From an optimization exercise on the open Yosys and OpenROAD flow, aimed at small area; shortcuts taken in it are not production practice. Function was checked by simulation only, so behaviour that the tests miss may differ from the original. The clock port is modelled as an ideal driver, which makes a skipped or thinned clock tree look cheaper than it is; a real chip needs a root buffer or a tree. Power and IR drop assume default switching activity.

## Top
module Top (
    input  logic       clk_1MHz,
    input  logic       reset,
    input  logic       data_in,
    input  logic       write_in,
    input  logic       dequeue_in,
    output logic [7:0] fila_data_out,
    output logic [7:0] fila_len_out
);
Size: ~100 flip-flops.
Settings: LEC_CHECK=0, CAP_MARGIN=5, CORE_MARGIN=2, CORE_UTILIZATION=75, PLACE_DENSITY=0.8, SLEW_MARGIN=5; clock period 10.0 ns.
standard.sh (not shown) runs the stock make flow with config.mk's settings and CLKGATE_MAP_FILE= SYNTH_SCRIPT=/design/flow/synth_recipe.tcl, a recipe that flattens the netlist after the stock synthesis.
==> flow/flow/run.sh <==
#!/bin/bash
# Standard ORFS layout (bash standard.sh) with these changes:
#  - port buffers are buf_1;
#  - every gate is shrunk to its smallest size before the placement repair,
#    which then resizes or buffers what needs it (flow/downsize.tcl);
#  - CTS's tree is replaced by a flat one: the clock port drives three
#    clkbuf_16, each driving a third of the registers (flow/handtree.tcl);
#  - the constant outputs share one tie cell.
# All tool output goes to make.log here and to ORFS's per-step logs under
# orfs/logs/.
set -euo pipefail
here=$(pwd)
bash standard.sh \
  "BUFFER_PORTS_ARGS=-buffer_cell sky130_fd_sc_hd__buf_1" \
  "CTS_ARGS=-sink_clustering_enable -repair_clock_nets -dont_use_dummy_load" \
  "PRE_RESIZE_TCL=$here/flow/downsize.tcl" \
  "POST_CTS_TCL=$here/flow/handtree.tcl" \
  SKIP_REPAIR_TIE_FANOUT=1 \
  finish > make.log 2>&1
Other scripts of this flow, unchanged in this note and not shown: flow/flow/downsize.tcl, flow/flow/handtree.tcl
Then changed:
Settings changed: CAP_MARGIN 5 to 20, SLEW_MARGIN 5 to 20.
=>
- power is about the same
- worst setup slack is worse by 0.019 ns
- core utilization went up by 0.13 points
Then changed:
Settings changed: CORE_UTILIZATION 75 to 82, PLACE_DENSITY 0.8 to 0.86.
Result: The new run produced a clean layout; wire length increases by about 30%; final area stays flat; register-to-register slack degrades by 0.15 ns; synthesized area is unchanged.
Then changed:
Settings changed: CAP_MARGIN 20 to 5, SLEW_MARGIN 20 to 5.
The new run completed without violations.
Wire length decreases by 0.49%.
Total power is about the same.
Synthesized area stays the same.
Synthesized cell count is unchanged.
Hold slack is about the same.
Critical path depth does not change.
Die area stays the same.
In every run of this note, the design's own scripts or RTL, not TritonCTS, make the clock network.

* * *

Setup of xenon:
Another version of the RTL of Top (not shown whole).
Size in the first run: ~210 cells after synthesis, roughly 110 flip-flops, ~3300 um^2 of cells after synthesis.
==> flow/config.mk <==
export PLATFORM = sky130hd
export DESIGN_NAME = Top
export DESIGN_NICKNAME = Top
export VERILOG_FILES = /design/flow/design.v
export SDC_FILE = /design/flow/constraint.sdc
export NUM_CORES = 4
export LEC_CHECK = 0
export CAP_MARGIN = 20
export CORE_MARGIN = 2
export CORE_UTILIZATION = 75
export PLACE_DENSITY = 0.8
export SLEW_MARGIN = 20
==> flow/constraint.sdc <==
create_clock -name core_clock -period 10.0 [get_ports {clk_1MHz}]
set_input_delay 2.0000 -clock core_clock [delete_from_list [all_inputs] [get_ports {clk_1MHz}]]
set_output_delay 2.0000 -clock core_clock [all_outputs]
set_load 0.01 [all_outputs]
==> flow/flow/run.sh <==
#!/bin/bash
# Standard ORFS layout with 1-drive port buffers and no CTS dummy loads.
set -euo pipefail
bash standard.sh \
  "BUFFER_PORTS_ARGS=-buffer_cell sky130_fd_sc_hd__buf_1" \
  "CTS_ARGS=-sink_clustering_enable -repair_clock_nets -dont_use_dummy_load -buf_list sky130_fd_sc_hd__clkbuf_16 -sink_clustering_size 50 -sink_clustering_max_diameter 200" \
  finish > make.log 2>&1
Setup changes, xenon to raven
==> flow/flow/run.sh <==
#!/bin/bash
# Standard ORFS layout with three changes: 1-drive port buffers, no CTS
# dummy loads, and downsizing of non-critical gates after global route.
set -euo pipefail
bash standard.sh \
  "BUFFER_PORTS_ARGS=-buffer_cell sky130_fd_sc_hd__buf_1" \
  "CTS_ARGS=-sink_clustering_enable -repair_clock_nets -dont_use_dummy_load" \
  RECOVER_POWER=100 \
  finish > make.log 2>&1
Results
- Xor-xnor portion of the synthesized cell area came out exactly the same in raven and xenon.
- Looking at measured slew at the worst slew-check pin, raven sits 0.95 ns above xenon.
- | raven | all stages done | FAIL | max-capacitance violations, max-slew violations |
- Diff raven and xenon: number of fill cells lower in xenon
- Number of logic stages on the critical path including buffering in raven vs xenon: up 4
- Relative to xenon, max capacitance violation total has increased by 1 in raven.
- Final-report max-slew violation count, raven and xenon: lower on xenon
- Changes observed in raven relative to xenon: post-route non-filler standard cell count ~0 delta; via count moved down.
- There was hardly any difference in count of multi-input gates between raven and xenon.
Edits applied to the flow inputs when going from raven to harbor:
==> flow/run.sh (new file) <==
#!/bin/bash
# synth_recipe.tcl (not shown) runs the flow's synth.tcl, then flattens the netlist and writes it again
# the make line also repeats each setting of config.mk as NAME=value (left out here)
make -C /OpenROAD-flow-scripts/flow DESIGN_CONFIG=/design/flow/config.mk WORK_HOME=/design/flow/orfs CLKGATE_MAP_FILE= SYNTH_SCRIPT=/design/flow/synth_recipe.tcl finish
removed: flow/flow/run.sh
removed: flow/standard.sh
--- outcome ---
- harbor completed every stage of the flow, and the final layout passed the timing, design-rule and antenna checks.
- raven has a lower cell area than harbor.
- Relative to raven, multi-input gate area in the final layout increased by 7.1% in harbor.
- Delta (harbor minus raven): filler cell count in the final layout lost 45; fraction of power consumed by the clock network went up 4.2 points; non-clock inverter count in the final layout barely changed; pre-CTS setup slack shrank by 0.38 ns; combinational power went up by 8.9%.
- On met3 routing resource usage after global routing, the higher figure sits with harbor, not raven.
Here is what was changed in the inputs of yarrow compared with harbor.
==> flow/flow/run.sh (new file) <==
#!/bin/bash
# Standard ORFS layout with 1-drive port buffers and no CTS dummy loads.
set -euo pipefail
bash standard.sh \
  "BUFFER_PORTS_ARGS=-buffer_cell sky130_fd_sc_hd__buf_1" \
  "CTS_ARGS=-sink_clustering_enable -repair_clock_nets -dont_use_dummy_load -buf_list sky130_fd_sc_hd__clkbuf_8 -sink_clustering_size 30 -sink_clustering_max_diameter 100" \
  finish > make.log 2>&1
==> flow/standard.sh (new file) <==
#!/bin/bash
# synth_recipe.tcl (not shown) runs the flow's synth.tcl, then flattens the netlist and writes it again
# the make line also repeats each setting of config.mk as NAME=value (left out here)
make -C /OpenROAD-flow-scripts/flow DESIGN_CONFIG=/design/flow/config.mk WORK_HOME=/design/flow/orfs CLKGATE_MAP_FILE= SYNTH_SCRIPT=/design/flow/synth_recipe.tcl "${@:-finish}"
removed: flow/run.sh
==> comparison <==
Relative to harbor, largest vdd supply drop decreased by 18 uV in yarrow.
Met1 routing resource usage after global routing: yarrow > harbor
Against harbor, wire length the detailed router placed on met1 in yarrow rose slightly.
On sequential power, yarrow and harbor are neck and neck.
On number of vias per cell: yarrow sits below harbor.
In the flow results for yarrow and harbor, the share of cell area taken by multi-input logic gates is smaller on harbor.
Lower area added between synthesis and finish was reported by yarrow, not harbor.

re-timing with driven ports:
The flow's constraints put no driver on any port. The routed layouts listed below were extracted and timed again, unchanged, in two steps. Step 1, drivers: a clkbuf_16 drives clk_1MHz and a buf_2 each remaining input, both assumed. Step 2 times the ports against the registers' clock, not the clock port: input delays grow and output delays shrink by t, the midpoint of the rising clock arrivals with the driver on. Slacks: ideal / step 1 / step 2; pairs: ideal / step 1.
run	t, ns	slack for setup (ns)	hold slack, ns	slew at the worst register clock pin (ns)	pins driven straight from the clock port
the first run of note 1	0.223	6.623 / 6.649 / 6.426	0.338 / 0.338 / 0.338	0.11 / 0.11	3
the second run of note 1	0.224	6.604 / 6.629 / 6.405	0.338 / 0.338 / 0.338	0.12 / 0.12	3
the third run of note 1	0.223	6.434 / 6.436 / 6.213	0.339 / 0.339 / 0.339	0.11 / 0.11	3
the fourth run of note 1	0.223	6.448 / 6.451 / 6.228	0.339 / 0.339 / 0.339	0.11 / 0.11	3
xenon	0.357	6.974 / 6.940 / 6.800	0.325 / 0.325 / 0.325	0.07 / 0.07	1
raven	0.363	6.651 / 6.653 / 6.290	0.325 / 0.325 / 0.325	0.09 / 0.09	1
harbor	0.389	6.493 / 6.467 / 6.468	0.334 / 0.334 / 0.334	0.10 / 0.10	1
yarrow	0.364	6.961 / 6.934 / 6.808	0.324 / 0.324 / 0.324	0.09 / 0.09	1
The setup slack of raven, which loses most, moves by +0.002 ns with the drivers and by -0.361 ns with both steps.
